Context: an optimization exercise on an open-source flow, tuned for small area. The choices shown serve that exercise and are no tape-out recipe.
Function was checked by simulation only, so behaviour that the tests miss may differ from the original.
In runs 6 to 8 the design's own scripts or RTL, not TritonCTS, make the clock network.
The flow treats the clock pin as an ideal source. Dropping or thinning the clock tree relies on that and would not hold on a real chip.
Power and IR drop assume default switching activity.

==> flow/design.v <==
module debounce_tick (
    input  wire clk_i,
    input  wire rst_i,
    output wire tick
);
    reg [9:0] q;
    assign tick = (q == 10'b0011010001);
    always @(posedge clk_i or posedge rst_i) begin
        if (rst_i) q <= 10'b1011010001;
        else       q <= {q[8:0], (q[9] ^ q[6]) & ~tick};
    end
endmodule
module debounce #(
    parameter int DELAY = 0
) (
    input  wire clk_i,
    input  wire rst_i,
    input  wire tick,
    input  wire key_i,
    output wire debkey_o
);
    reg a, b;
    wire done = tick & a & ~b & ~key_i;
    always @(posedge clk_i or posedge rst_i) begin
        if (rst_i) begin
            a <= 1'b0;
            b <= 1'b0;
        end else if (tick) begin
            a <= (a & b) | (a & key_i) | (b & key_i);
            b <= key_i;
        end
    end
    generate
        if (DELAY == 0) begin : g_now
            assign debkey_o = done;
        end else begin : g_late
            reg f1, f2;
            always @(posedge clk_i or posedge rst_i) begin
                if (rst_i) begin
                    f1 <= 1'b0;
                    f2 <= 1'b0;
                end else begin
                    f1 <= done;
                    f2 <= f1;
                end
            end
            assign debkey_o = f2;
        end
    endgenerate
endmodule
module clock_divisor (
    input  logic clk,
    input  logic rst_i,
    output logic pulse_1hz,
    output logic pulse_500ms
);
    logic [12:0] q;
    logic p, z;
    assign z = (q == 13'b0110111011100);
    assign pulse_1hz = z & ~p;
    assign pulse_500ms = p;
    always_ff @(posedge clk or posedge rst_i) begin
        if (rst_i) begin
            q <= 13'b0111011001110;
            p <= 1'b1;
        end else begin
            q <= {q[11:7], q[6] & ~(z & ~p), q[5:3], q[2] & ~(z & p), q[1], q[0] | z, q[12] ^ q[6]};
            if (z) p <= ~p;
        end
    end
endmodule
module watch_interface (
    input  logic clock,
    input  logic reset,
    input  logic pulse_1hz,
    input  logic mode_button,
    input  logic add_button,
    input  logic sub_button,
    output logic [1:0] EA,           
    output logic [3:0] U_seconds, U_minutes, U_hours,
    output logic [2:0] D_seconds, D_minutes,
    output logic [1:0] D_hours
);
function automatic [3:0] u_inc(input [3:0] u);
    u_inc = {u[0] & (u[3] | (u[2] & u[1])), u[1] & u[0], u[0] & ~u[3], 1'b1};
endfunction
function automatic [3:0] u_dec(input [3:0] u);
    u_dec = {~u[0] & (u[3] | ~(u[2] | u[1])), ~u[0] & ~u[1] & (u[3] | u[2]), ~u[0] & (u[3] | u[2] | u[1]), 1'b1};
endfunction
function automatic [2:0] t_inc(input [2:0] d);
    t_inc = {d[0] & (d[2] | d[1]), d[0] & ~d[2], 1'b1};
endfunction
function automatic [2:0] t_dec(input [2:0] d);
    t_dec = {~d[0] & ~d[1], ~d[0] & (d[2] | d[1]), 1'b1};
endfunction
wire run   = (EA == 2'd0);
wire set_h = (EA == 2'd1);
wire set_m = (EA == 2'd2);
wire set_s = (EA == 2'd3);
wire sub_only = sub_button & ~add_button;
wire s_u9 = U_seconds[3] & U_seconds[0];
wire s_u0 = ~|U_seconds;
wire s_d5 = D_seconds[2] & D_seconds[0];
wire s_d0 = ~|D_seconds;
wire m_u9 = U_minutes[3] & U_minutes[0];
wire m_u0 = ~|U_minutes;
wire m_d5 = D_minutes[2] & D_minutes[0];
wire m_d0 = ~|D_minutes;
wire h_u9 = U_hours[3] & U_hours[0];
wire h_u0 = ~|U_hours;
wire h_23 = D_hours[1] & U_hours[1] & U_hours[0];
wire h_d0 = ~|D_hours;
wire s_tick = run & pulse_1hz;                  
wire s_add  = set_s & add_button;               
wire s_sub  = set_s & sub_only;                 
wire s_clr  = s_d5 & (s_add | (s_tick & s_u9));
wire s_inc  = s_add | s_tick;
wire m_tick = s_tick & s_u9 & s_d5;
wire m_add  = set_m & add_button;
wire m_sub  = set_m & sub_only;
wire m_clr  = m_d5 & (m_add | (m_tick & m_u9));
wire m_inc  = m_add | m_tick;
wire h_inc  = (m_tick & m_u9 & m_d5) | (set_h & add_button);
wire h_sub  = set_h & sub_only;
always_ff @(posedge clock, posedge reset) begin
    if (reset) EA <= 2'd0;
    else if (mode_button) EA <= EA + 2'd1;
end
always_ff @(posedge clock, posedge reset) begin
    if (reset) begin
        U_seconds <= 0; D_seconds <= 0;
        U_minutes <= 0; D_minutes <= 0;
        U_hours <= 0; D_hours <= 0;
    end else begin
        if (s_clr) begin
            U_seconds <= 0; D_seconds <= 0;
        end else if (s_inc) begin
            U_seconds <= U_seconds ^ u_inc(U_seconds);
            if (s_u9) D_seconds <= D_seconds ^ t_inc(D_seconds);
        end else if (s_sub) begin
            U_seconds <= U_seconds ^ u_dec(U_seconds);
            if (s_u0) D_seconds <= D_seconds ^ t_dec(D_seconds);
        end
        if (m_clr) begin
            U_minutes <= 0; D_minutes <= 0;
        end else if (m_inc) begin
            U_minutes <= U_minutes ^ u_inc(U_minutes);
            if (m_u9) D_minutes <= D_minutes ^ t_inc(D_minutes);
        end else if (m_sub) begin
            U_minutes <= U_minutes ^ u_dec(U_minutes);
            if (m_u0) D_minutes <= D_minutes ^ t_dec(D_minutes);
        end
        if (h_inc) begin
            if (h_23) begin
                U_hours <= 0; D_hours <= 0;
            end else begin
                U_hours <= U_hours ^ u_inc(U_hours);
                if (h_u9) D_hours <= {D_hours[0], ~D_hours[0]};      
            end
        end else if (h_sub) begin
            if (h_u0) begin
                if (h_d0) begin
                    U_hours <= 4'd3; D_hours <= 2'd2;                 
                end else begin
                    U_hours <= 4'd9; D_hours <= {1'b0, D_hours[1]};  
                end
            end else U_hours <= U_hours ^ u_dec(U_hours);
        end
    end
end
endmodule
module dspl_drv_8dig (
    input  wire clock,
    input  wire reset,
    input  wire [1:0] mode,        
    input  wire blink,
    input  wire [3:0] U_seconds, U_minutes, U_hours,
    input  wire [2:0] D_seconds, D_minutes,
    input  wire [1:0] D_hours,
    output wire [7:0] an,
    output reg  [7:0] dec_ddp
);
    reg [6:0] q;
    wire ck_rise = (q == 7'b0001100);
    always @(posedge clock or posedge reset) begin
        if (reset) q <= 7'b0001110;
        else       q <= {q[5:0], (q[6] ^ q[0]) | ck_rise};
    end
    reg [2:0] dig_selection;
    reg en;
    reg [3:0] selected_dig;
    reg [3:0] val;
    reg lit;
    always @(*) begin
        case (dig_selection)
            3'd0: begin val = U_seconds;          lit = blink | (mode != 2'd3); end
            3'd1: begin val = {1'b0, D_seconds};  lit = blink | (mode != 2'd3); end
            3'd3: begin val = U_minutes;          lit = blink | (mode != 2'd2); end
            3'd4: begin val = {1'b0, D_minutes};  lit = blink | (mode != 2'd2); end
            3'd6: begin val = U_hours;            lit = blink | (mode != 2'd1); end
            3'd7: begin val = {2'b00, D_hours};   lit = blink | (mode != 2'd1); end
            default: begin val = U_seconds;       lit = 1'b0; end
        endcase
    end
    always @(posedge clock or posedge reset) begin
        if (reset) begin
            dig_selection <= 3'd0;
            en <= 1'b0;
        end else if (ck_rise) begin
            dig_selection <= dig_selection + 3'd1;
            en <= lit;
        end
    end
    always @(posedge clock) begin
        if (ck_rise) selected_dig <= val;
    end
    genvar i;
    generate
        for (i = 0; i < 8; i = i + 1) begin : g_an
            assign an[i] = ~(en && dig_selection == ((i + 1) % 8));
        end
    endgenerate
    localparam [15:0] SEG1 = 16'b1000000010000011;
    localparam [15:0] SEG2 = 16'b1000100010001110;
    localparam [15:0] SEG3 = 16'b1011101010111010;
    localparam [15:0] SEG4 = 16'b1000000010010010;
    localparam [15:0] SEG5 = 16'b0000010000000100;
    localparam [15:0] SEG6 = 16'b0110000001100000;
    localparam [15:0] SEG7 = 16'b0000000000010010;
    always @(*) begin
        dec_ddp[1] = SEG1[selected_dig];
        dec_ddp[2] = SEG2[selected_dig];
        dec_ddp[3] = SEG3[selected_dig];
        dec_ddp[4] = SEG4[selected_dig];
        dec_ddp[5] = SEG5[selected_dig];
        dec_ddp[6] = SEG6[selected_dig];
        dec_ddp[7] = SEG7[selected_dig];
        dec_ddp[0] = 1'b1;
    end
endmodule
module top (
    input  logic clock,
    input  logic reset,
    input  logic mode_buttonBTNC,
    input  logic add_buttonBTNR,
    input  logic sub_buttonBTNL,
    output logic [7:0] AN,
    output logic [7:0] DIGIT
);
logic tick;
logic mode_p, add_p, sub_p;
logic pulse_1hz, pulse_500ms;
logic [1:0] EA;
logic [3:0] U_seconds, U_minutes, U_hours;
logic [2:0] D_seconds, D_minutes;
logic [1:0] D_hours;
debounce_tick dtick (.clk_i(clock), .rst_i(reset), .tick(tick));
debounce #(.DELAY(2)) mode (.clk_i(clock), .rst_i(reset), .tick(tick), .key_i(mode_buttonBTNC), .debkey_o(mode_p));
debounce #(.DELAY(0)) add  (.clk_i(clock), .rst_i(reset), .tick(tick), .key_i(add_buttonBTNR),  .debkey_o(add_p));
debounce #(.DELAY(0)) sub  (.clk_i(clock), .rst_i(reset), .tick(tick), .key_i(sub_buttonBTNL),  .debkey_o(sub_p));
clock_divisor divisor (.clk(clock), .rst_i(reset), .pulse_1hz(pulse_1hz), .pulse_500ms(pulse_500ms));
watch_interface main (
    .clock(clock), .reset(reset), .pulse_1hz(pulse_1hz),
    .mode_button(mode_p), .add_button(add_p), .sub_button(sub_p),
    .EA(EA), .U_seconds(U_seconds), .U_minutes(U_minutes), .U_hours(U_hours),
    .D_seconds(D_seconds), .D_minutes(D_minutes), .D_hours(D_hours)
);
dspl_drv_8dig display (
    .clock(clock), .reset(reset), .mode(EA), .blink(pulse_500ms),
    .U_seconds(U_seconds), .U_minutes(U_minutes), .U_hours(U_hours),
    .D_seconds(D_seconds), .D_minutes(D_minutes), .D_hours(D_hours),
    .an(AN), .dec_ddp(DIGIT)
);
endmodule
==> flow/flow/run.sh <==
#!/bin/bash
# Own layout flow: the standard synthesis, then the combinational logic
# between the registers is re-mapped by ABC with an area-oriented script
# (registers, their names and cell types are kept as instances), then the standard flow's
# standard layout from that netlist, with the port buffers made of buf_1.
set -euo pipefail
W=$PWD
LIB=$FLOW_HOME/platforms/$FLOW_PLATFORM/lib/sky130_fd_sc_hd__tt_025C_1v80.lib
R=$W/orfs/results/$FLOW_PLATFORM/top/base

# 1. standard synthesis
bash standard.sh synth > $W/synth.log 2>&1

# 2. re-map the combinational logic
mkdir -p $W/reopt
cd $W/reopt
cp $R/1_2_yosys.v std_1_2_yosys.v
cp $R/1_2_yosys.v in.v
python3 $W/flow/mkcells.py $LIB cells.v
DONTUSE=$(grep -oE 'cell *\("?sky130_fd_sc_hd__(lpflow|probe|clk|dly)[a-z0-9_]*' $LIB | sed -E 's/.*\("?//' | sed 's/^/-dont_use /' | tr '\n' ' ')
sed -e "s#@TOP@#$FLOW_TOP#" -e "s#@LIB@#$LIB#g" -e "s#@ABC@#$W/flow/reopt.abc#" -e "s#@DONTUSE@#$DONTUSE#" $W/flow/reopt.ys.in > reopt.ys
yosys -q -l $W/reopt.log reopt.ys > /dev/null 2>&1
cp out.v $R/1_2_yosys.v
touch $R/1_2_yosys.v
cd $W

# 3. standard layout from the re-mapped netlist
export BUFFER_PORTS_ARGS="-buffer_cell sky130_fd_sc_hd__buf_1"
export CTS_ARGS="-sink_clustering_enable -repair_clock_nets -dont_use_dummy_load"
bash standard.sh finish > $W/layout.log 2>&1
==> flow/flow/mkcells.py <==
# Writes Verilog models of the liberty's cells: combinational cells as assigns,
# every other cell as a blackbox (kept as an instance).
import re, sys
lib, out = sys.argv[1], sys.argv[2]
cells = {}
cell = None; pin = None; depth = 0
for line in open(lib):
    m = re.match(r'\s*cell\s*\(\s*"?(\w+)"?\s*\)', line)
    if m:
        cell = m.group(1); cells[cell] = {'pins': {}, 'seq': False}; pin = None; continue
    if cell is None: continue
    if re.match(r'\s*(ff|latch|ff_bank|latch_bank|statetable|clock_gating_integrated_cell)\b', line):
        cells[cell]['seq'] = True
    m = re.match(r'\s*pin\s*\(\s*"?(\w+)"?\s*\)', line)
    if m: pin = m.group(1); cells[cell]['pins'][pin] = {'dir': None, 'fn': None}; continue
    m = re.match(r'\s*direction\s*:\s*"?(\w+)"?', line)
    if m and pin: cells[cell]['pins'][pin]['dir'] = m.group(1)
    m = re.match(r'\s*function\s*:\s*"([^"]*)"', line)
    if m and pin: cells[cell]['pins'][pin]['fn'] = m.group(1)
with open(out, 'w') as f:
    for c, d in cells.items():
        ins = [p for p, v in d['pins'].items() if v['dir'] == 'input']
        outs = [p for p, v in d['pins'].items() if v['dir'] == 'output']
        ports = ins + outs
        comb = (not d['seq']) and outs and all(d['pins'][o]['fn'] for o in outs)
        if not comb:
            f.write('(* blackbox *)\n')
        f.write(f"module {c} ({', '.join(ports)});\n")
        for p in ins: f.write(f"  input {p};\n")
        for p in outs: f.write(f"  output {p};\n")
        if comb:
            for o in outs:
                e = d['pins'][o]['fn'].replace('!', '~').replace('+', '|').replace('*', '&')
                e = re.sub(r'(\w)\s+(?=[\w(~])', r'\1 & ', e)  # implicit AND by juxtaposition
                f.write(f"  assign {o} = {e};\n")
        f.write("endmodule\n")
==> flow/flow/reopt.abc <==
strash
&get -n
&deepsyn -I 2 -J 30
&put
dch -f
amap
topo
==> flow/flow/reopt.ys.in <==
read_verilog cells.v
read_verilog in.v
hierarchy -top @TOP@
flatten
simplemap
opt -fast -purge
tee -o stat_before.txt stat
abc -liberty @LIB@ -script @ABC@ @DONTUSE@
opt_clean -purge
splitnets
opt_clean -purge
hilomap -singleton -hicell sky130_fd_sc_hd__conb_1 HI -locell sky130_fd_sc_hd__conb_1 LO
insbuf -buf sky130_fd_sc_hd__buf_4 A X
tee -o stat_after.txt stat -liberty @LIB@
write_verilog -noattr -nohex -nodec out.v
==> flow/standard.sh <==
#!/bin/bash
# synth_recipe.tcl (not shown) runs the flow's synth.tcl, then flattens the netlist and writes it again
# the make line also repeats each setting of config.mk as NAME=value (left out here)
make -C /OpenROAD-flow-scripts/flow DESIGN_CONFIG=/design/flow/config.mk WORK_HOME=/design/flow/orfs CLKGATE_MAP_FILE= SYNTH_SCRIPT=/design/flow/synth_recipe.tcl "${@:-finish}"
==> flow/config.mk <==
export PLATFORM = sky130hd
export DESIGN_NAME = top
export DESIGN_NICKNAME = top
export VERILOG_FILES = /design/flow/design.v
export SDC_FILE = /design/flow/constraint.sdc
export NUM_CORES = 4
export LEC_CHECK = 0
export CAP_MARGIN = 20
export CORE_MARGIN = 2
export CORE_UTILIZATION = 40
export SLEW_MARGIN = 20
==> flow/constraint.sdc <==
create_clock -name core_clock -period 10.0 [get_ports {clock}]
set_input_delay 2.0000 -clock core_clock [delete_from_list [all_inputs] [get_ports {clock}]]
set_output_delay 2.0000 -clock core_clock [all_outputs]
set_load 0.01 [all_outputs]
==> impl_metrics.yaml, run 1 <==
detailed_routing:
  drc: 0
  wirelength_um: 6120
  via_per_inst: 5.22
  dr.pass1.iters: 4
  final_antenna_net_count: 0
  avgRoutedWirePerCell_um: 13.2
  vias: 2419
  drtIter0Drc: 101
floorplan:
  dieArea_um2: 8510
  coreArea_um2: 7650
  ios: 21
  die_w_um: 92.3
  fp.dieH_um: 92.3
  rows: 32
  start_util_pct: 40.7
finish:
  seq_area_um2: 1770
  fill_cells: 748
  drive_above_1_share_pct: 7.76
  finalNetCount: 368
  num_antenna_cells: 0
  multi_input_area_um2: 1160
  area_growth_pct: 10.4
yosys:
  yosysWarnings: 6
  synth.avg_cell_area_um2: 9.36
  syn_area_um2: 3120
  synth_cells: 333
clock_network:
  insertion_delay_ps: 340
  cts.clk_slew.worst_paths_ps: 70
  cts_root_buf: "clkbuf_8"
  cts_sinks: 69
  cts_resized: 0
  cts-buffers-inserted: 9
  h-tree-depth: 3
  holdBufCountCts: 0
  post-cts-setup-buffers: 0
  clockBufferDepth: 2
  cts_tree: "done"
sta:
  min_period_ps: 4110
  drv_slew: 0
  worstMarginPinSlew_ps: 820
  fin_crit_sh_pct: 41.1
  hold_viol: 0
  finClkSkew_ps: 27.5
  worst_slew_margin_rel_pct: 44.8
  rsz0062_at_grt: "false"
  fmax_mhz: 243
  hold_ws_ps: 361
  setup_tns_ps: 0
  setup-violations-final: 0
grt:
  overflow: 0
  antenna_found_initial: 0
  grt_max_degree: 66
  grt_pass1_wl_um: 10500
  grt_usage_pct: 15.8
  grt_pass1_vias: 2277
critical_path:
  arrival_ps: 4310
  crit_start: "add_buttonBTNR"
  r2r_start: "dtick.q[0]"
  r2r-end: "main.U_seconds[2]"
  crit_end: "main.U_seconds[2]"
  critPathMaxFanout: 5
  reg2regPathDepth: 10
  criticalPathCategory: "input pin to flop"
  cp-start-kind: "input pin"
  r2r_setup_slack_ps: 6220
  end_kind: "flop"
  worstPathRequired_ps: 10200
power:
  total_leakage_power_nw: 1.37
  peakVddDrop_v: 0.0000908
  power_density_nw_per_um2: 134
worst_hold_path:
  holdCritPathClass: "flop to flop"
job:
  cap_violations: 0
status:
  outcome: "finished clean"
place:
  dpl.hpwl_um: 4490
  globalplace.congestion: 0.842
  io_buffers: 19
## layout by cell type (no fill, tap or decap), types with 4 or more instances in the layout
cell	instances
o21a_1	4
clkbuf_8	9
nand4_1	8
nand3_1	11
nor3_1	15
o32ai_1	6
buf_1	19
dfrtp_1	48
nand2_1	25
dfstp_2	17
nor2b_1	5
nor2_1	57
inv_1	48
edfxtp_1	4
a21oi_1	8
o221ai_1	4
o21ai_0	19
o22ai_1	9
## critical path, stage by stage
cell,delay [ps]
buf_1,90
or4_1,620
nor4_1,720
nor2_1,140
o2111a_1,190
a22oi_1,210
nor2_1,60
a2111oi_0,270
## per-stage QoR
step	total power, mW	worst slack, ps	util (%)	cell area [um^2]	instances
3_5_place_dp	0.300	5650	43.3	3310	454
6_report	0.462	5890	45.0	3440	463
3_3_place_gp	0.300	5710	43.3	3310	454
4_1_cts	0.468	5990	45.0	3440	463
5_1_grt	0.484	5810	45.0	3440	463
2_1_floorplan	0.297	6060	-	3120	333
## power breakdown
part | switching, mW | total [mW] | internal [mW] | leakage, nW
Combinational | 0.00784 | 0.0100 | 0.00216 | 0.474
Sequential | 0.00145 | 0.285 | 0.283 | 0.833
Clock | 0.0868 | 0.167 | 0.0801 | 0.0647
Total | 0.0960 | 0.462 | 0.366 | 1.37
## layer usage
metal	track usage, %	part of all wire, %
met1	20.9	49
met2	24.6	46
met3	5.59	4.5
met4	4.48	0.59
met5	0	0
## layout make-up
cell class	instances	area share, %
timing repair buffer	20	2.29
tap	102	3.71
clock buffer	9	3.60
inverter	49	5.35
sequential	69	51.4
multi-input combinational	214	33.6
## worst min path at each step
stage / end / slack, ps / cells after the start / from
finish: display.q[5] / 360 / 0 / display.q[4]
global route: divisor.q[11] / 370 / 0 / divisor.q[10]
CTS: divisor.q[11] / 370 / 0 / divisor.q[10]
detailed placement: display.q[3] / 360 / 0 / display.q[2]
global placement: mode.g_late.f2 / 340 / 0 / mode.g_late.f1
floorplan: mode.g_late.f2 / 330 / 0 / mode.g_late.f1
## registers in the layout, indices dropped and copies added, names as in the netlist, 2 cells and up
name and cells:
display.dig_selection 3, divisor.q 13, main.U_minutes 4, display.q 7, main.D_minutes 3, main.D_seconds 3
main.U_seconds 4, display.selected_dig 4, main.EA 2, main.U_hours 4, dtick.q 10, main.D_hours 2
==> inputs of run 2 (changes only) <==
--- a/flow/flow/run.sh
+++ b/flow/flow/run.sh
@@ -28,3 +28,2 @@
 export BUFFER_PORTS_ARGS="-buffer_cell sky130_fd_sc_hd__buf_1"
-export CTS_ARGS="-sink_clustering_enable -repair_clock_nets -dont_use_dummy_load"
 bash standard.sh finish > $W/layout.log 2>&1
==> flow/flow/reopt.abc (replaced) <==
strash
&get -n
&deepsyn -I 10 -J 100
&put
dch -f
amap
topo
==> impl_metrics.yaml, run 2 <==
critical_path:
  arrival_ps: 1730
  r2r_start: "dtick.q[6]"
  cp_num_buf_inv: 2
  end_kind: "primary output"
  critPathMaxFanout: 5
  cp-start-kind: "flop"
  slowest_delay_ps: 470
  reg2regPathDepth: 13
  critical_path.top_delay_family: "compound AO/OA/AOI/OAI gates"
  crit_start: "display.selected_dig[2]"
  worstPathCellList: "inv_1 -> nor2_1 -> a2111oi_0 -> a21o_1 -> buf_1"
  cp_slowest_cell: "a2111oi_0"
  worstPathRequired_ps: 8000
  r2r-end: "main.D_seconds[2]"
  r2r_setup_slack_ps: 6320
  path_depth: 5
  crit_end: "DIGIT[4]"
  criticalPathCategory: "flop to primary output"
detailed_routing:
  final_antenna_net_count: 0
  wirelength_um: 6120
  vias: 2386
  avgRoutedWirePerCell_um: 13.2
  dr.pass1.iters: 4
  via_per_inst: 5.14
  drtIter0Drc: 160
  drc: 0
finish:
  area_growth_pct: 13.4
  fill_cells: 719
  largest_reg_flops: 13
  drive_above_1_share_pct: 9.04
  largest_registers: "divisor.q: 13 flops, dtick.q: 10 flops, display.q: 7 flops"
  layout_common_cells: "inv_1 (50), dfrtp_1 (48), nor2_1 (47)"
  seq_area_um2: 1770
  multi_input_area_um2: 1100
  layout_commonest_cell: "inv_1"
  finalNetCount: 365
  num_antenna_cells: 0
  regMostFlops: "divisor.q"
clock_network:
  post-cts-setup-buffers: 0
  insertion_delay_ps: 340
  clockBufferDepth: 2
  holdBufCountCts: 0
  cts_root_buf: "clkbuf_8"
  h-tree-depth: 3
  cts.clk_slew.worst_paths_ps: 70
  cts_sinks: 69
  cts_resized: 0
  cts_tree: "done"
  cts-buffers-inserted: 9
power:
  power_density_nw_per_um2: 154
  total_leakage_power_nw: 1.44
  peakVddDrop_v: 0.0000851
  power_uw: 537
yosys:
  syn_area_um2: 3060
  synth.avg_cell_area_um2: 9.29
  synth_cells: 330
  yosysWarnings: 6
grt:
  grt_pass1_wl_um: 10500
  grt_usage_pct: 15.8
  grt_max_degree: 66
  grt_pass1_vias: 2289
  overflow: 0
  antenna_found_initial: 0
status:
  outcome: "finished clean"
floorplan:
  fp.dieH_um: 91.5
  coreArea_um2: 7330
  die_w_um: 91.5
  ios: 21
  start_util_pct: 41.8
  rows: 31
  dieArea_um2: 8380
job:
  cap_violations: 0
sta:
  worstMarginPinSlew_ps: 766
  fin_crit_sh_pct: 37.3
  setup-violations-final: 0
  setup_tns_ps: 0
  hold_viol: 0
  hold_ws_ps: 353
  worst_slew_margin_rel_pct: 48.9
  fmax_mhz: 268
  min_period_ps: 3730
  finClkSkew_ps: 7.35
  rsz0062_at_grt: "false"
  drv_slew: 0
place:
  io_buffers: 19
  dpl.hpwl_um: 4480
  globalplace.congestion: 0.837
worst_hold_path:
  holdCritPathClass: "flop to flop"
-- run 2: area by class of cell --
| class | count | share of cell area (%) |
|---|---|---|
| repair buffers | 20 | 2.27 |
| clock buffers | 11 | 3.78 |
| well taps | 99 | 3.57 |
| flip-flops and latches | 69 | 50.9 |
| clock inverters | 5 | 2.38 |
| multi-input cells | 209 | 31.6 |
| inverters | 51 | 5.51 |
-- run 2: where the power goes --
part | internal [mW] | leakage [nW] | switching (mW)
logic | 0.00139 | 0.503 | 0.00686
registers | 0.282 | 0.832 | 0.000704
clock network | 0.142 | 0.104 | 0.104
-- run 2: routing by layer --
| metal | wire length (um) | part of all wire [%] | global-route usage [%] |
|---|---|---|---|
| met4 | 126 | 2.1 | 8.96 |
| met2 | 2670 | 44 | 23.0 |
| met1 | 3080 | 50 | 21.7 |
| met3 | 243 | 4.0 | 3.57 |
| met5 | 0 | 0 | 0 |
-- run 2: how the worst min path moves through the flow --
stage	startpoint	end	slack (ps)	cells after the start
floorplan	mode.g_late.f1	mode.g_late.f2	330	0
global placement	mode.g_late.f1	mode.g_late.f2	330	0
detailed placement	mode.g_late.f1	mode.g_late.f2	340	0
CTS	mode.g_late.f1	mode.g_late.f2	360	0
global route	mode.g_late.f1	mode.g_late.f2	360	0
finish	mode.g_late.f1	mode.g_late.f2	350	0
-- run 2: stage by stage --
stage	area, um^2	utilization [%]	worst slack (ps)	cells
final	3470	47.4	6270	464
after global routing	3470	47.4	5880	464
after CTS	3470	47.4	6290	464
after detailed placement	3260	44.5	5990	448
after global placement	3260	44.5	6070	448
after floorplan	3060	-	6390	330
==> inputs of run 3 (changes only) <==
--- a/flow/flow/run.sh
+++ b/flow/flow/run.sh
@@ -28,2 +28,3 @@
 export BUFFER_PORTS_ARGS="-buffer_cell sky130_fd_sc_hd__buf_1"
+export CTS_ARGS="-sink_clustering_enable -repair_clock_nets -dont_use_dummy_load -sink_clustering_size 24 -sink_clustering_max_diameter 300 -buf_list \"sky130_fd_sc_hd__clkbuf_8 sky130_fd_sc_hd__clkbuf_16\""
 bash standard.sh finish > $W/layout.log 2>&1
==> flow/flow/reopt.abc (replaced) <==
strash
&get -n
&deepsyn -I 2 -J 30
&put
dch -f
amap
topo
==> impl_metrics.yaml, run 3 <==
place:
  globalplace.congestion: 0.842
  placed_area_um2: 3310
  pre_cts_ws_ps: 5650
  dpl.hpwl_um: 4490
  io_buffers: 19
finish:
  final_area_um2: 3440
  largest_registers: "divisor.q: 13 flops, dtick.q: 10 flops, display.q: 7 flops"
  final_util_pct: 45.0
  num_antenna_cells: 0
  regMostFlops: "divisor.q"
  largest_reg_flops: 13
  finalNetCount: 368
  drive_above_1_share_pct: 7.76
  area_growth_pct: 10.4
  layout_commonest_cell: "nor2_1"
  layout_common_cells: "nor2_1 (57), inv_1 (48), dfrtp_1 (48)"
critical_path:
  cp_slowest_cell: "nor4_1"
  slowest_delay_ps: 720
  worstPathRequired_ps: 10200
  worstPathCellList: "buf_1 -> or4_1 -> nor4_1 -> nor2_1 -> o2111a_1 -> a22oi_1 -> nor2_1 -> a2111oi_0"
  critical_path.top_delay_family: "simple AND/OR/NAND/NOR gates"
  cp_num_buf_inv: 1
  critPathMaxFanout: 5
  end_kind: "flop"
  criticalPathCategory: "input pin to flop"
  cp-start-kind: "input pin"
  cp_common_cell: "nor2_1"
  arrival_ps: 4310
sta:
  hold_viol: 0
  setup_tns_ps: 0
  setup-violations-final: 0
  worst_slew_margin_rel_pct: 44.8
  worstMarginPinSlew_ps: 820
  fmax_mhz: 243
  min_period_ps: 4110
  fin_ws_ps: 5890
  drv_slew: 0
  rsz0062_at_grt: "false"
  finClkSkew_ps: 27.5
  fin_crit_sh_pct: 41.1
clock_network:
  cts_tree: "done"
  post-cts-setup-buffers: 0
  h-tree-depth: 3
  cts_root_buf: "clkbuf_8"
  insertion_delay_ps: 340
  holdBufCountCts: 0
  cts-buffers-inserted: 9
  cts.clk_slew.worst_paths_ps: 70
  clockBufferDepth: 2
  cts_sinks: 69
  cts_resized: 0
grt:
  grt_pass1_wl_um: 10500
  grt_usage_pct: 15.8
  grt_pass1_vias: 2277
  grt_max_degree: 66
  overflow: 0
  antenna_found_initial: 0
yosys:
  syn_area_um2: 3120
  yosysWarnings: 6
  synth_cells: 333
  synth.avg_cell_area_um2: 9.36
power:
  power_uw: 462
  total_leakage_power_nw: 1.37
  peakVddDrop_v: 0.0000908
  power_density_nw_per_um2: 134
floorplan:
  rows: 32
  die_w_um: 92.3
  coreArea_um2: 7650
  ios: 21
  start_util_pct: 40.7
  fp.dieH_um: 92.3
  dieArea_um2: 8510
detailed_routing:
  drtIter0Drc: 101
  dr.pass1.iters: 4
  via_per_inst: 5.22
  avgRoutedWirePerCell_um: 13.2
  vias: 2419
  wirelength_um: 6120
  drc: 0
  final_antenna_net_count: 0
worst_hold_path:
  holdCritPathClass: "flop to flop"
job:
  cap_violations: 0
status:
  outcome: "finished clean"
## run 3: cell count changes in the layout (fill, tap and decap cells not counted), sizes merged, moves of 3 or more
cell	change
nand3	-5
a21oi	-7
and3	+3
o32ai	+4
nor3	-3
nand4	+3
o31ai	-3
inv	-4
nand2	-3
nor2	+10
## run 3: path summary, 6_finish.rpt
kind / start / end / slack, ps / depth (start not counted)
setup / recovery: add_buttonBTNR / main.U_seconds[2] / 5890 / 8
hold / removal: display.q[4] / display.q[5] / 360 / 0
setup reg to reg: dtick.q[0] / main.U_seconds[2] / 6220 / 10
hold reg to reg: display.q[4] / display.q[5] / 360 / 0
max in group asynchronous: reset / main.U_minutes[2] / 7590 / 3
min in group asynchronous: reset / dtick.q[3] / 1870 / 3
## run 3: report_power, final
group	internal (mW)	switching [mW]	total [mW]
registers	0.283	0.00145	0.285
clock network	0.0801	0.0868	0.167
logic	0.00216	0.00784	0.0100
## run 3: per-layer routing
| layer | track usage [%] | vias to the layer above | routed length (um) |
|---|---|---|---|
| li1 | - | 1221 | - |
| met1 | 20.9 | 1148 | 3000 |
| met2 | 24.6 | 48 | 2800 |
| met3 | 5.59 | 2 | 275 |
| met4 | 4.48 | 0 | 36 |
| met5 | 0 | - | 0 |
## run 3: per-stage QoR
step,hold WS (ps),cells
CTS,368,463
detailed placement,355,454
global route,372,463
finish,361,463
floorplan,331,333
global placement,338,454
## run 3: layout make-up
| type | count | area (um^2) |
|---|---|---|
| Multi-Input combinational cell | 214 | 1160 |
| Inverter | 49 | 184 |
| Tap cell | 102 | 128 |
| Clock buffer | 9 | 124 |
| Timing Repair Buffer | 20 | 78.8 |
| Fill cell | 748 | 4210 |
| Sequential cell | 69 | 1770 |
## run 3: worst register-to-register path: cells and delay by family, from the launching register on
family                 cells  cell delay (ps)
and+or+nand+nor            6             2390
AOI/OAI and AO/OA          3              670
DFF                        1              530
buffers and inverters      1               40
==> inputs of run 4 (changes only) <==
--- a/flow/flow/run.sh
+++ b/flow/flow/run.sh
@@ -28,3 +28,3 @@
 export BUFFER_PORTS_ARGS="-buffer_cell sky130_fd_sc_hd__buf_1"
-export CTS_ARGS="-sink_clustering_enable -repair_clock_nets -dont_use_dummy_load -sink_clustering_size 24 -sink_clustering_max_diameter 300 -buf_list \"sky130_fd_sc_hd__clkbuf_8 sky130_fd_sc_hd__clkbuf_16\""
+export CTS_ARGS="-sink_clustering_enable -repair_clock_nets -dont_use_dummy_load -sink_clustering_size 35 -sink_clustering_max_diameter 300 -buf_list sky130_fd_sc_hd__clkbuf_16"
 bash standard.sh finish > $W/layout.log 2>&1
==> impl_metrics.yaml, run 4 <==
detailed_routing:
  final_antenna_net_count: 0
  dr.pass1.iters: 4
  drtIter0Drc: 90
  wirelength_um: 6170
  via_per_inst: 5.24
  avgRoutedWirePerCell_um: 13.3
  vias: 2424
  drc: 0
sta:
  drv_slew: 0
  hold_viol: 0
  rsz0062_at_grt: "false"
  finClkSkew_ps: 20.9
  setup-violations-final: 0
  worstMarginPinSlew_ps: 786
  setup_tns_ps: 0
  min_period_ps: 4070
  fin_crit_sh_pct: 40.7
  fmax_mhz: 246
  worst_slew_margin_rel_pct: 47.6
clock_network:
  cts_tree: "done"
  insertion_delay_ps: 330
  cts_root_buf: "clkbuf_16"
  cts_sinks: 69
  h-tree-depth: 3
  post-cts-setup-buffers: 0
  cts.clk_slew.worst_paths_ps: 60
  cts_resized: 0
  cts-buffers-inserted: 9
  clockBufferDepth: 2
  holdBufCountCts: 0
power:
  p_int_uw: 443
  peakVddDrop_v: 0.0000825
  power_uw: 553
  p_seq_share_pct: 51.6
  p_comb_share_pct: 1.8
  power_density_nw_per_um2: 156
  total_leakage_power_nw: 1.42
  p_sw_share_pct: 19.8
  clkPwrFrac_pct: 46.6
  switchingPower_uw: 110
place:
  globalplace.congestion: 0.842
  dp_cells: 454
  dpl.hpwl_um: 4490
  placed_area_um2: 3310
  io_buffers: 19
floorplan:
  fp.dieH_um: 92.3
  coreArea_um2: 7650
  die_w_um: 92.3
  ios: 21
  start_util_pct: 40.7
  rows: 32
  dieArea_um2: 8510
finish:
  final_util_pct: 46.3
  finalNetCount: 368
  layout_commonest_cell: "nor2_1"
  drive_above_1_share_pct: 7.76
  num_antenna_cells: 0
  area_growth_pct: 13.6
  regMostFlops: "divisor.q"
  final_area_um2: 3540
  layout.cells.non_filler: 463
  largest_reg_flops: 13
  layout_common_cells: "nor2_1 (57), inv_1 (48), dfrtp_1 (48)"
  largest_registers: "divisor.q: 13 flops, dtick.q: 10 flops, display.q: 7 flops"
critical_path:
  r2r_start: "dtick.q[6]"
  reg2regPathDepth: 16
  cp_common_cell: "nor2_1"
  r2r_setup_slack_ps: 6260
  end_kind: "flop"
  arrival_ps: 4260
  critPathMaxFanout: 5
  cp-start-kind: "input pin"
  r2r-end: "main.U_hours[1]"
  criticalPathCategory: "input pin to flop"
  crit_end: "main.U_seconds[2]"
  worstPathRequired_ps: 10200
  cp_slowest_cell: "nor4_1"
  crit_start: "add_buttonBTNR"
  slowest_delay_ps: 680
  worstPathCellList: "buf_1 -> or4_1 -> nor4_1 -> nor2_1 -> o2111a_1 -> a22oi_1 -> nor2_1 -> a2111oi_0"
yosys:
  syn_area_um2: 3120
  synth_cells: 333
  synth.avg_cell_area_um2: 9.36
  yosysWarnings: 6
grt:
  antenna_found_initial: 0
  grt_pass1_wl_um: 10700
  grt_usage_pct: 16.1
  overflow: 0
  grt_max_degree: 66
  grt_pass1_vias: 2286
job:
  cap_violations: 0
worst_hold_path:
  min-delay-start: "mode.g_late.f1"
  holdCritPathClass: "flop to flop"
  holdPathStages: 0
status:
  outcome: "finished clean"
==> run 4: cell count changes in the layout (fill, tap and decap cells not counted) <==
cell	delta
clkbuf_16	+9
clkbuf_8	-9
==> run 4: worst min-delay path by stage <==
stage	end
after floorplan	mode.g_late.f2
after global placement	mode.g_late.f2
after detailed placement	display.q[3]
after CTS	mode.g_late.f2
after global routing	divisor.q[11]
final	mode.g_late.f2
==> run 4: worst max-delay path: cells and delay by family <==
family	cells	cell delay, ps
buffers and inverters	1	90
AND/OR/NAND/NOR	4	1500
AO/OA/AOI/OAI	3	670
==> run 4: area by class of cell <==
class                   instances  area (um^2)
multi-input cells             214         1160
well taps                     102          128
clock buffers                   9          225
fillers                       736         4110
inverters                      49          184
flip-flops and latches         69         1770
repair buffers                 20         78.8
==> run 4: power groups by stage <==
stage	registers, mW	clock network, mW	logic (mW)
final	0.285	0.257	0.00999
after global routing	0.285	0.278	0.0121
after CTS	0.285	0.261	0.0105
after detailed placement	0.290	0	0.0105
after global placement	0.290	0	0.0105
after floorplan	0.289	0	0.00730
==> run 4: metrics by stage <==
| stage | hold WS (ps) | setup slack, ps |
|---|---|---|
| 2_1_floorplan | 331 | 6060 |
| 3_3_place_gp | 338 | 5710 |
| 3_5_place_dp | 355 | 5650 |
| 4_1_cts | 365 | 5980 |
| 5_1_grt | 369 | 5790 |
| 6_report | 360 | 5930 |
==> run 4: routing by layer <==
| metal | part of all wire, % | vias to the layer above | global-route usage (%) |
|---|---|---|---|
| met4 | 1.2 | 0 | 5.22 |
| met5 | 0 | - | 0 |
| li1 | - | 1223 | - |
| met1 | 49 | 1138 | 21.1 |
| met2 | 45 | 56 | 24.8 |
| met3 | 5.0 | 7 | 6.08 |
==> inputs of run 5 (changes only) <==
--- a/flow/flow/run.sh
+++ b/flow/flow/run.sh
@@ -4,3 +4,4 @@
 # (registers, their names and cell types are kept as instances), then the standard flow's
-# standard layout from that netlist, with the port buffers made of buf_1.
+# standard layout from that netlist, with the port buffers made of buf_1
+# and no dummy loads in the clock tree.
 set -euo pipefail
@@ -28,3 +29,4 @@
 export BUFFER_PORTS_ARGS="-buffer_cell sky130_fd_sc_hd__buf_1"
-export CTS_ARGS="-sink_clustering_enable -repair_clock_nets -dont_use_dummy_load -sink_clustering_size 35 -sink_clustering_max_diameter 300 -buf_list sky130_fd_sc_hd__clkbuf_16"
+# clock tree: ORFS defaults, without the dummy loads that only balance load
+export CTS_ARGS="-sink_clustering_enable -repair_clock_nets -dont_use_dummy_load"
 bash standard.sh finish > $W/layout.log 2>&1
==> flow/flow/reopt.abc (replaced) <==
strash
&get -n
&deepsyn -I 10 -J 100
&put
dch -f
amap
topo
==> impl_metrics.yaml, run 5 <==
detailed_routing:
  avgRoutedWirePerCell_um: 13.3
  final_antenna_net_count: 0
  wirelength_um: 6060
  via_per_inst: 5.23
  vias: 2392
  drtIter0Drc: 139
  dr.pass1.iters: 4
  drc: 0
clock_network:
  cts_root_buf: "clkbuf_8"
  holdBufCountCts: 0
  h-tree-depth: 3
  cts.clk_slew.worst_paths_ps: 60
  post-cts-setup-buffers: 0
  cts_resized: 0
  clockBufferDepth: 2
  cts_tree: "done"
  insertion_delay_ps: 340
  cts-buffers-inserted: 9
  cts_sinks: 69
grt:
  grt_pass1_vias: 2287
  grt_use_met1_pct: 22.1
  grt_max_degree: 66
  busiest_layer: "met2"
  overflow: 0
  antenna_found_initial: 0
  use_met3_pct: 3.32
  grt_usage_pct: 15.7
  grt_pass1_wl_um: 10500
  grt_util_met2_pct: 22.6
power:
  total_leakage_power_nw: 1.40
  peakVddDrop_v: 0.0000831
  power_density_nw_per_um2: 135
yosys:
  syn_area_um2: 3060
  synth.avg_cell_area_um2: 9.29
  yosysWarnings: 6
  synth_cells: 330
finish:
  num_antenna_cells: 0
  regMostFlops: "divisor.q"
  layout_common_cells: "inv_1 (50), dfrtp_1 (48), nor2_1 (47)"
  seq_area_um2: 1770
  drive_above_1_share_pct: 7.82
  final_area_um2: 3380
  fill_cells: 724
  largest_reg_flops: 13
  area_growth_pct: 10.4
  final_util_pct: 46.2
  layout_commonest_cell: "inv_1"
  finalNetCount: 365
  multi_input_area_um2: 1100
  largest_registers: "divisor.q: 13 flops, dtick.q: 10 flops, display.q: 7 flops"
critical_path:
  arrival_ps: 3990
  critical_path.top_delay_family: "simple AND/OR/NAND/NOR gates"
  worstPathCellList: "buf_1 -> nor4_1 -> nand2_1 -> nor3_1 -> nand2_1 -> nor2_1 -> nand2_1 -> o31ai_1 -> a21oi_1 -> nor3_1"
  slowest_delay_ps: 420
  cp_slowest_cell: "nor4_1"
  worstPathRequired_ps: 10230
  end_kind: "flop"
  cp-start-kind: "input pin"
  cp_common_cell: "nand2_1"
  critPathMaxFanout: 4
  cp_num_buf_inv: 1
  criticalPathCategory: "input pin to flop"
sta:
  setup_tns_ps: 0
  fin_crit_sh_pct: 37.6
  drv_slew: 0
  min_period_ps: 3760
  fmax_mhz: 266
  finClkSkew_ps: 24.0
  fin_ws_ps: 6240
  setup-violations-final: 0
  hold_viol: 0
  worst_slew_margin_rel_pct: 48.9
  rsz0062_at_grt: "false"
  worstMarginPinSlew_ps: 767
floorplan:
  rows: 31
  dieArea_um2: 8380
  start_util_pct: 41.8
  die_w_um: 91.5
  coreArea_um2: 7330
  fp.dieH_um: 91.5
  ios: 21
place:
  io_buffers: 19
  dpl.hpwl_um: 4480
  pre_cts_ws_ps: 5990
  globalplace.congestion: 0.837
  placed_area_um2: 3260
worst_hold_path:
  holdCritPathClass: "flop to flop"
status:
  outcome: "finished clean"
job:
  cap_violations: 0
[run 5: final timing paths]
check / cells after the start / slack [ps] / to / from
max: 10 / 6240 / main.D_minutes[1] / sub_buttonBTNL
min: 0 / 350 / mode.g_late.f2 / mode.g_late.f1
max reg2reg: 13 / 6340 / main.D_seconds[1] / dtick.q[6]
min reg2reg: 0 / 350 / mode.g_late.f2 / mode.g_late.f1
max in group asynchronous: 3 / 7620 / main.D_minutes[0] / reset
min in group asynchronous: 3 / 1860 / divisor.q[4] / reset
[run 5: layout make-up]
| type | count | share of cell area, % |
|---|---|---|
| clock buffers | 9 | 3.66 |
| flip-flops and latches | 69 | 52.3 |
| well taps | 99 | 3.66 |
| repair buffers | 20 | 2.33 |
| inverters | 51 | 5.66 |
| multi-input cells | 209 | 32.4 |
[run 5: power breakdown]
part	switching, mW	internal (mW)	leakage (nW)	total [mW]
combinational	0.00686	0.00139	0.503	0.00825
sequential	0.000704	0.283	0.832	0.283
clock	0.0846	0.0799	0.0647	0.165
[run 5: metrics by stage]
| step | instances | power [mW] | hold slack (ps) |
|---|---|---|---|
| after global routing | 457 | 0.473 | 356 |
| final | 457 | 0.456 | 351 |
| after global placement | 448 | 0.297 | 334 |
| after CTS | 457 | 0.462 | 354 |
| after floorplan | 330 | 0.294 | 331 |
| after detailed placement | 448 | 0.297 | 340 |
[run 5: layer usage]
metal	routed length (um)	part of all wire, %
met1	3010	50
met3	287	4.7
met2	2620	43
met5	0	0
met4	138	2.3
==> inputs of run 6 (changes only) <==
--- a/flow/flow/run.sh
+++ b/flow/flow/run.sh
@@ -30,3 +30,5 @@
 # clock tree: ORFS defaults, without the dummy loads that only balance load
-export CTS_ARGS="-sink_clustering_enable -repair_clock_nets -dont_use_dummy_load"
+export PRE_CTS_TCL=$W/flow/manual_cts.tcl
+export MANUAL_CTS_GROUPS=4
+export MANUAL_CTS_BUF=sky130_fd_sc_hd__clkbuf_8
 bash standard.sh finish > $W/layout.log 2>&1
==> flow/flow/manual_cts.tcl (new file) <==
# Manual clock tree, sourced by ORFS's cts.tcl before its CTS (PRE_CTS_TCL).
# The registers' clock pins are split into NCLK groups by position (k-means),
# each group is driven by one clock buffer placed at its centre, and the
# clock port drives the NCLK buffers. ORFS's clock_tree_synthesis is then
# skipped; the rest of cts.tcl (legalization, timing repair) runs as usual.
set ncl $::env(MANUAL_CTS_GROUPS)
set bufname $::env(MANUAL_CTS_BUF)
set block [ord::get_db_block]
set db [ord::get_db]
set clk_net [$block findNet clock]
set sinks {}
foreach it [$clk_net getITerms] {
  if { [$it isInputSignal] || [$it getIoType] == "INPUT" } {
    set inst [$it getInst]
    set bb [$inst getBBox]
    lappend sinks [list $it [expr {([$bb xMin] + [$bb xMax]) / 2.0}] [expr {([$bb yMin] + [$bb yMax]) / 2.0}]]
  }
}
set n [llength $sinks]
puts "manual CTS: $n clock sinks, $ncl groups of $bufname"
# k-means, seeded with sinks spread along x then y order
set sorted [lsort -real -index 1 $sinks]
set cx {}; set cy {}
for {set k 0} {$k < $ncl} {incr k} {
  set s [lindex $sorted [expr {int(($k + 0.5) * $n / $ncl)}]]
  lappend cx [lindex $s 1]; lappend cy [lindex $s 2]
}
set cap [expr {int(ceil(double($n) / $ncl)) + 2}]
for {set iter 0} {$iter < 50} {incr iter} {
  # capacitated assignment: sinks in order of their best distance, each to the nearest group with room
  set cand {}
  foreach s $sinks {
    set best 1e18
    for {set k 0} {$k < $ncl} {incr k} {
      set d [expr {abs([lindex $s 1] - [lindex $cx $k]) + abs([lindex $s 2] - [lindex $cy $k])}]
      if {$d < $best} { set best $d }
    }
    lappend cand [list $s $best]
  }
  set cnt [lrepeat $ncl 0]
  set asg {}
  foreach c [lsort -real -index 1 $cand] {
    set s [lindex $c 0]
    set bk -1; set bd 1e18
    for {set k 0} {$k < $ncl} {incr k} {
      if {[lindex $cnt $k] >= $cap} continue
      set d [expr {abs([lindex $s 1] - [lindex $cx $k]) + abs([lindex $s 2] - [lindex $cy $k])}]
      if {$d < $bd} { set bd $d; set bk $k }
    }
    lset cnt $bk [expr {[lindex $cnt $bk] + 1}]
    lappend asg [list $s $bk]
  }
  set sx [lrepeat $ncl 0.0]; set sy [lrepeat $ncl 0.0]
  foreach a $asg {
    set k [lindex $a 1]; set s [lindex $a 0]
    lset sx $k [expr {[lindex $sx $k] + [lindex $s 1]}]
    lset sy $k [expr {[lindex $sy $k] + [lindex $s 2]}]
  }
  for {set k 0} {$k < $ncl} {incr k} {
    if {[lindex $cnt $k] > 0} {
      lset cx $k [expr {[lindex $sx $k] / [lindex $cnt $k]}]
      lset cy $k [expr {[lindex $sy $k] / [lindex $cnt $k]}]
    }
  }
}
set master [$db findMaster $bufname]
for {set k 0} {$k < $ncl} {incr k} {
  set inst [odb::dbInst_create $block $master "clkbuf_manual_$k"]
  set net [odb::dbNet_create $block "clknet_manual_$k"]
  $net setSigType CLOCK
  [$inst findITerm A] connect $clk_net
  [$inst findITerm X] connect $net
  $inst setLocation [expr {int([lindex $cx $k])}] [expr {int([lindex $cy $k])}]
  $inst setPlacementStatus PLACED
  lappend bufnets $net
}
foreach a $asg {
  set it [lindex [lindex $a 0] 0]
  set k [lindex $a 1]
  $it disconnect
  $it connect [lindex $bufnets $k]
}
puts "manual CTS: group sizes $cnt"
rename clock_tree_synthesis __orfs_clock_tree_synthesis
proc clock_tree_synthesis { args } {
  puts "manual CTS: clock_tree_synthesis skipped"
  set_propagated_clock [all_clocks]
}
==> flow/flow/reopt.abc (replaced) <==
strash
&get -n
&deepsyn -I 2 -J 30
&put
dch -f
amap
topo
==> impl_metrics.yaml, run 6 <==
critical_path:
  cp_slowest_cell: "nor4_1"
  cp_common_cell: "nor2_1"
  critical_path.top_delay_family: "simple AND/OR/NAND/NOR gates"
  arrival_ps: 4260
  end_kind: "flop"
  criticalPathCategory: "input pin to flop"
  worstPathRequired_ps: 10040
  path_depth: 8
  slowest_delay_ps: 680
  worstPathCellList: "buf_1 -> or4_1 -> nor4_1 -> nor2_1 -> o2111a_1 -> a22oi_1 -> nor2_1 -> a2111oi_0"
  cp-start-kind: "input pin"
  cp_num_buf_inv: 1
  critPathMaxFanout: 5
  reg2regPathDepth: 16
yosys:
  syn_area_um2: 3120
  yosysWarnings: 6
  synth.avg_cell_area_um2: 9.36
  synth_cells: 333
clock_network:
  holdBufCountCts: 0
  cts_resized: 0
  post-cts-setup-buffers: 0
  cts.clk_slew.worst_paths_ps: 100
  insertion_delay_ps: 170
grt:
  grt_usage_pct: 14.4
  overflow: 0
  grt_pass1_wl_um: 10300
  antenna_found_initial: 0
  grt_max_degree: 66
  grt_pass1_vias: 2229
place:
  dpl.hpwl_um: 4490
  pre_cts_ws_ps: 5650
  io_buffers: 19
  globalplace.congestion: 0.842
sta:
  worstMarginPinSlew_ps: 780
  min_period_ps: 4210
  fin_ws_ps: 5790
  setup-violations-final: 0
  rsz0062_at_grt: "false"
  drv_slew: 0
  worst_slew_margin_rel_pct: 48.0
  finClkSkew_ps: 18.7
  hold_viol: 0
  fin_crit_sh_pct: 42.1
  fmax_mhz: 237
  setup_tns_ps: 0
detailed_routing:
  vias: 2426
  wirelength_um: 6020
  drc: 0
  final_antenna_net_count: 0
  via_per_inst: 5.30
  drtIter0Drc: 84
  dr.pass1.iters: 4
  avgRoutedWirePerCell_um: 13.1
power:
  peakVddDrop_v: 0.0000799
  power_density_nw_per_um2: 118
  total_leakage_power_nw: 1.34
floorplan:
  fp.dieH_um: 92.3
  rows: 32
  die_w_um: 92.3
  dieArea_um2: 8510
  coreArea_um2: 7650
  ios: 21
  start_util_pct: 40.7
finish:
  num_antenna_cells: 0
  largest_registers: "divisor.q: 13 flops, dtick.q: 10 flops, display.q: 7 flops"
  finalNetCount: 363
  drive_above_1_share_pct: 6.46
  layout_commonest_cell: "nor2_1"
  largest_reg_flops: 13
  fill_cells: 750
  multi_input_area_um2: 1160
  area_growth_pct: 8.15
  regMostFlops: "divisor.q"
  seq_area_um2: 1770
  layout_common_cells: "nor2_1 (57), inv_1 (48), dfrtp_1 (48)"
worst_hold_path:
  holdPathStages: 0
  holdCritPathClass: "flop to flop"
status:
  outcome: "finished clean"
job:
  cap_violations: 0
[run 6: worst register-to-register path: cells and delay by family (launching register included)]
family / cells / cell delay (ps)
AO/OA/AOI/OAI: 3 / 480
buffers and inverters: 3 / 440
flip-flops: 1 / 560
AND/OR/NAND/NOR: 10 / 2200
[run 6: where the power goes]
group	internal, mW	total, mW	switching [mW]	leakage, nW
sequential	0.283	0.284	0.00145	0.833
combinational	0.00216	0.00999	0.00783	0.474
clock	0.0372	0.105	0.0675	0.0288
total	0.322	0.399	0.0768	1.34
[run 6: layout make-up]
| cell class | instances | area share, % |
|---|---|---|
| timing repair buffer | 20 | 2.34 |
| sequential | 69 | 52.5 |
| inverter | 49 | 5.46 |
| buffer | 4 | 1.63 |
| multi-input combinational | 214 | 34.3 |
| tap | 102 | 3.79 |
[run 6: worst paths after layout]
check	startpoint	endpoint	slack (ps)
setup / recovery	add_buttonBTNR	main.U_seconds[2]	5790
hold / removal	mode.g_late.f1	mode.g_late.f2	370
setup reg to reg	dtick.q[6]	main.U_hours[1]	6220
hold reg to reg	mode.g_late.f1	mode.g_late.f2	370
max in group asynchronous	reset	divisor.q[8]	7460
min in group asynchronous	reset	dtick.q[3]	2030
[run 6: through the flow]
stage | power (mW) | hold WS [ps] | util [%] | std cells | cell area [um^2]
floorplan | 0.297 | 331 | - | 333 | 3120
global placement | 0.300 | 338 | 43.3 | 454 | 3310
detailed placement | 0.300 | 355 | 43.3 | 454 | 3310
CTS | 0.402 | 373 | 44.1 | 458 | 3370
global route | 0.416 | 378 | 44.1 | 458 | 3370
finish | 0.399 | 369 | 44.1 | 458 | 3370
[run 6: metal layers]
metal  track usage, %  wire [um]  vias to the layer above
met5                0          0                        -
met2             24.3       2670                       63
met3             1.64        329                        8
met4             1.99         85                        0
met1             20.7       2930                     1144
li1                 -          -                     1211
==> inputs of run 7 (changes only) <==
--- a/flow/flow/run.sh
+++ b/flow/flow/run.sh
@@ -5,3 +5,3 @@
 # standard layout from that netlist, with the port buffers made of buf_1
-# and no dummy loads in the clock tree.
+# and a one-level clock tree of 4 buffers (flow/manual_cts.tcl).
 set -euo pipefail
@@ -29,3 +29,4 @@
 export BUFFER_PORTS_ARGS="-buffer_cell sky130_fd_sc_hd__buf_1"
-# clock tree: ORFS defaults, without the dummy loads that only balance load
+# clock tree: the clock port drives 4 clkbuf_8, each driving the clock pins
+# of one group of nearby registers (flow/manual_cts.tcl, run before ORFS CTS)
 export PRE_CTS_TCL=$W/flow/manual_cts.tcl
--- a/flow/flow/manual_cts.tcl
+++ b/flow/flow/manual_cts.tcl
@@ -27,3 +27,3 @@
 }
-set cap [expr {int(ceil(double($n) / $ncl)) + 2}]
+set cap [expr {int(ceil(double($n) / $ncl))}]
 for {set iter 0} {$iter < 50} {incr iter} {
==> flow/flow/reopt.abc (replaced) <==
strash
&get -n
&deepsyn -I 10 -J 100
&put
dch -f
amap
topo
==> impl_metrics.yaml, run 7 <==
floorplan:
  dieArea_um2: 8380
  fp.dieH_um: 91.5
  ios: 21
  die_w_um: 91.5
  start_util_pct: 41.8
  coreArea_um2: 7330
  rows: 31
clock_network:
  cts.clk_slew.worst_paths_ps: 100
  holdBufCountCts: 0
  cts_resized: 0
  insertion_delay_ps: 160
  post-cts-setup-buffers: 0
sta:
  worst_slew_margin_rel_pct: 48.3
  drv_slew: 0
  setup_tns_ps: 0
  worstMarginPinSlew_ps: 776
  finClkSkew_ps: 9.27
  rsz0062_at_grt: "false"
  min_period_ps: 3900
  fmax_mhz: 256
  fin_crit_sh_pct: 39.0
  hold_viol: 0
  setup-violations-final: 0
grt:
  grt_usage_pct: 14.5
  grt_max_degree: 66
  overflow: 0
  grt_pass1_vias: 2239
  grt_pass1_wl_um: 10400
  antenna_found_initial: 0
finish:
  regMostFlops: "divisor.q"
  largest_reg_flops: 13
  layout_common_cells: "inv_1 (50), dfrtp_1 (48), nor2_1 (47)"
  num_antenna_cells: 0
  layout_commonest_cell: "inv_1"
  layout.cells.non_filler: 452
  drive_above_1_share_pct: 6.52
  final_area_um2: 3310
  finalNetCount: 360
  area_growth_pct: 8.17
  largest_registers: "divisor.q: 13 flops, dtick.q: 10 flops, display.q: 7 flops"
detailed_routing:
  wirelength_um: 5930
  dr.pass1.iters: 5
  vias: 2340
  avgRoutedWirePerCell_um: 13.1
  via_per_inst: 5.18
  drtIter0Drc: 149
  final_antenna_net_count: 0
  drc: 0
critical_path:
  criticalPathCategory: "input pin to flop"
  critPathMaxFanout: 4
  worstPathRequired_ps: 10080
  arrival_ps: 3980
  end_kind: "flop"
  cp-start-kind: "input pin"
place:
  dp_cells: 448
  dpl.hpwl_um: 4480
  io_buffers: 19
  globalplace.congestion: 0.837
  placed_area_um2: 3260
yosys:
  yosysWarnings: 6
  synth_cells: 330
  syn_area_um2: 3060
  synth.avg_cell_area_um2: 9.29
power:
  peakVddDrop_v: 0.0000874
  total_leakage_power_nw: 1.36
  power_density_nw_per_um2: 119
status:
  outcome: "finished clean"
job:
  cap_violations: 0
worst_hold_path:
  holdCritPathClass: "flop to flop"
-- run 7: cell types whose count changed in the layout (fill, tap and decap cells not counted), moves of 4 or more --
cell	delta
nand3_1	+5
a21oi_1	+7
nor2_1	-10
o32ai_1	-4
-- run 7: critical path, stage by stage --
cell and delay, ps:
buf_1 100, nor4_1 420, nand2_1 160, nor3_1 310
nand2_1 160, nor2_1 210, nand2_1 100, o31ai_1 310
a21oi_1 80, nor3_1 130
-- run 7: worst paths after layout --
check	slack, ps	start	endpoint	cells past startpoint
worst max-delay path	6100	sub_buttonBTNL	main.D_minutes[1]	10
worst min-delay path	360	mode.g_late.f1	mode.g_late.f2	0
worst max register to register	6330	dtick.q[6]	main.D_seconds[2]	13
worst min register to register	360	mode.g_late.f1	mode.g_late.f2	0
max in group asynchronous	7470	reset	display.dig_selection[2]	3
min in group asynchronous	2040	reset	dtick.q[5]	3
-- run 7: where the power goes --
group | switching [mW] | internal (mW) | leakage (nW)
combinational | 0.00688 | 0.00139 | 0.503
sequential | 0.000694 | 0.282 | 0.832
clock | 0.0667 | 0.0372 | 0.0288
-- run 7: layout make-up --
class                           count  area [um^2]
Buffer                              4         55.1
Sequential cell                    69         1770
Tap cell                           99          124
Fill cell                         731         4020
Multi-Input combinational cell    209         1100
Timing Repair Buffer               20         78.8
Inverter                           51          191
-- run 7: layer usage --
layer	track usage (%)	share of wire, %	up-vias
met2	22.7	44	37
met1	22.1	51	1110
met4	1.77	1.3	0
met3	1.99	3.5	6
li1	-	-	1187
met5	0	0	-
-- run 7: per-stage QoR --
step | total power, mW | worst slack [ps] | hold WS, ps | util [%]
6_report | 0.395 | 6100 | 361 | 45.2
5_1_grt | 0.411 | 5770 | 369 | 45.2
4_1_cts | 0.399 | 6150 | 365 | 45.2
3_5_place_dp | 0.297 | 5990 | 340 | 44.5
3_3_place_gp | 0.297 | 6070 | 334 | 44.5
2_1_floorplan | 0.294 | 6390 | 331 | -
==> inputs of run 8 (changes only) <==
--- a/flow/design.v
+++ b/flow/design.v
@@ -201,3 +201,4 @@
             3'd7: begin val = {2'b00, D_hours};   lit = blink | (mode != 2'd1); end
-            default: begin val = U_seconds;       lit = 1'b0; end
+            3'd2: begin val = U_minutes;          lit = 1'b0; end
+            default: begin val = {1'b0, D_minutes}; lit = 1'b0; end
         endcase
@@ -219,3 +220,7 @@
         for (i = 0; i < 8; i = i + 1) begin : g_an
-            assign an[i] = ~(en && dig_selection == ((i + 1) % 8));
+            if (i == 2 || i == 5) begin : g_dark
+                assign an[i] = 1'b1;
+            end else begin : g_lit
+                assign an[i] = ~(en && dig_selection == ((i + 1) % 8));
+            end
         end
==> impl_metrics.yaml, run 8 <==
sta:
  hold_viol: 0
  setup-violations-final: 0
  min_period_ps: 4940
  worst_slew_margin_rel_pct: 47.0
  fin_ws_ps: 5060
  drv_slew: 0
  setup_tns_ps: 0
  hold_ws_ps: 359
  rsz0062_at_grt: "false"
  fmax_mhz: 203
  finClkSkew_ps: 6.77
  fin_crit_sh_pct: 49.4
  worstMarginPinSlew_ps: 795
finish:
  fill_cells: 718
  num_antenna_cells: 0
  multi_input_area_um2: 1050
  drive_above_1_share_pct: 6.82
  seq_area_um2: 1770
  layout.cells.non_filler: 436
  layout_commonest_cell: "nor2_1"
  final_area_um2: 3250
  largest_registers: "divisor.q: 13 flops, dtick.q: 10 flops, display.q: 7 flops"
  area_growth_pct: 7.79
  finalNetCount: 344
  regMostFlops: "divisor.q"
  final_util_pct: 44.6
  largest_reg_flops: 13
  layout_common_cells: "nor2_1 (51), inv_1 (48), dfrtp_1 (48)"
critical_path:
  critical_path.top_delay_family: "simple AND/OR/NAND/NOR gates"
  cp-start-kind: "input pin"
  worstPathCellList: "buf_1 -> inv_1 -> nand4_1 -> nor3_1 -> or2_0 -> nand2_1 -> o21ai_0 -> nand2_1 -> o22ai_1 -> nor2_1 -> nor2_1 -> nand2_1 -> nor2_1 -> nand4_1 -> a21oi_1 -> o21bai_1 -> a21oi_1 -> a31o_1"
  cp_slowest_cell: "nor3_1"
  slowest_delay_ps: 290
  critPathMaxFanout: 5
  worstPathRequired_ps: 10050
  arrival_ps: 4990
  criticalPathCategory: "input pin to flop"
  cp_num_buf_inv: 2
  end_kind: "flop"
power:
  power_uw: 393
  clkPwrFrac_pct: 26.6
  p_sw_share_pct: 18.7
  switchingPower_uw: 73.5
  p_seq_share_pct: 71.6
  total_leakage_power_nw: 1.43
  power_density_nw_per_um2: 121
  peakVddDrop_v: 0.0000897
  p_int_uw: 319
  p_comb_share_pct: 1.8
clock_network:
  cts.clk_slew.worst_paths_ps: 100
  post-cts-setup-buffers: 0
  cts_resized: 0
  holdBufCountCts: 0
  insertion_delay_ps: 160
floorplan:
  dieArea_um2: 8260
  ios: 21
  die_w_um: 90.9
  rows: 31
  coreArea_um2: 7290
  fp.dieH_um: 90.9
  start_util_pct: 41.4
grt:
  grt_pass1_wl_um: 9920
  grt_usage_pct: 14.0
  grt_max_degree: 66
  overflow: 0
  antenna_found_initial: 0
  grt_pass1_vias: 2128
detailed_routing:
  dr.pass1.iters: 4
  avgRoutedWirePerCell_um: 13.1
  drtIter0Drc: 126
  vias: 2277
  wirelength_um: 5720
  drc: 0
  final_antenna_net_count: 0
  via_per_inst: 5.22
place:
  globalplace.congestion: 0.817
  dp_cells: 432
  pre_cts_ws_ps: 4980
  placed_area_um2: 3200
  dpl.hpwl_um: 4120
  io_buffers: 17
status:
  outcome: "finished clean"
yosys:
  synth_cells: 316
  synth.avg_cell_area_um2: 9.55
  syn_area_um2: 3020
  yosysWarnings: 6
job:
  cap_violations: 0
worst_hold_path:
  holdCritPathClass: "flop to flop"
run 8: layer usage:
layer	vias to the layer above	part of all wire (%)	GRT usage, %
li1	1128	-	-
met1	1085	50	20.7
met2	55	44	22.9
met3	9	4.6	1.34
met4	0	1.9	2.27
met5	-	0	0
run 8: cell type report:
cell class | instances | area share, %
Sequential cell | 69 | 54.3
Tap cell | 99 | 3.81
Timing Repair Buffer | 18 | 2.19
Buffer | 4 | 1.69
Inverter | 49 | 5.65
Multi-Input combinational cell | 197 | 32.3
run 8: worst paths after layout:
| kind | start | endpoint | slack, ps | depth (start not counted) |
|---|---|---|---|---|
| min in group asynchronous | reset | dtick.q[8] | 2050 | 3 |
| min | mode.g_late.f1 | mode.g_late.f2 | 360 | 0 |
| min reg2reg | mode.g_late.f1 | mode.g_late.f2 | 360 | 0 |
| max in group asynchronous | reset | main.D_hours[1] | 7450 | 3 |
| max reg2reg | divisor.q[3] | main.D_hours[1] | 5590 | 21 |
| max | add_buttonBTNR | main.D_hours[1] | 5060 | 18 |
run 8: power by group through the flow:
stage	sequential, mW	combinational (mW)	clock [mW]
after CTS	0.281	0.00741	0.109
after floorplan	0.286	0.00559	0
after detailed placement	0.286	0.00740	0
after global routing	0.281	0.00847	0.120
final	0.281	0.00689	0.105
after global placement	0.286	0.00736	0
run 8: worst register-to-register path: stages (launching register included):
cell	delay (ps)
dfstp_2	540
nand4_1	100
or4_1	400
nor3_1	170
inv_1	90
nor2_1	180
nand3_1	130
nor4_1	380
or2_0	210
nand2_1	110
o21ai_0	280
nand2_1	150
o22ai_1	290
nor2_1	90
nor2_1	120
nand2_1	80
nor2_1	180
nand4_1	190
a21oi_1	210
o21bai_1	160
a21oi_1	60
a31o_1	180

-- afterwards: timing with drivers on the ports --
The results above use ideal ports. As a check the final layouts listed here were re-extracted and re-timed, cells and wires unchanged.
Step 1 (the two cells are an assumption about what drives the block):
set clk [get_ports {clock}]
set_driving_cell -lib_cell sky130_fd_sc_hd__clkbuf_16 $clk
set_driving_cell -lib_cell sky130_fd_sc_hd__buf_2 [delete_from_list [all_inputs] $clk]
Step 2 adds t to the input delays and takes it off the output delays; t is the mean of the earliest and latest rising clock arrival at the registers after step 1. Input paths then give back, and output paths get back, about the clock's delay inside the block.
a / b / c = no drivers / after step 1 / after step 2; a / b = the first two.
| run | shift t [ns] | setup slack, ns | worst setup path after step 2 | pins driven straight from the clock port |
|---|---|---|---|---|
| run 1 | 0.354 | 5.889 / 5.900 / 5.547 | input to register | 1 |
| run 2 | 0.369 | 6.271 / 6.242 / 5.927 | input to register | 1 |
| run 3 | 0.354 | 5.889 / 5.900 / 5.547 | input to register | 1 |
| run 4 | 0.356 | 5.934 / 5.950 / 5.594 | input to register | 1 |
| run 5 | 0.358 | 6.243 / 6.251 / 5.893 | input to register | 1 |
| run 6 | 0.215 | 5.785 / 5.823 / 5.607 | input to register | 4 |
| run 7 | 0.216 | 6.098 / 6.138 / 5.921 | input to register | 4 |
| run 8 | 0.220 | 5.064 / 5.108 / 4.889 | input to register | 4 |
After both steps every run listed still meets setup and hold. The setup slack of run 5, which loses most, moves by +0.008 ns with the drivers and by -0.350 ns with both steps.
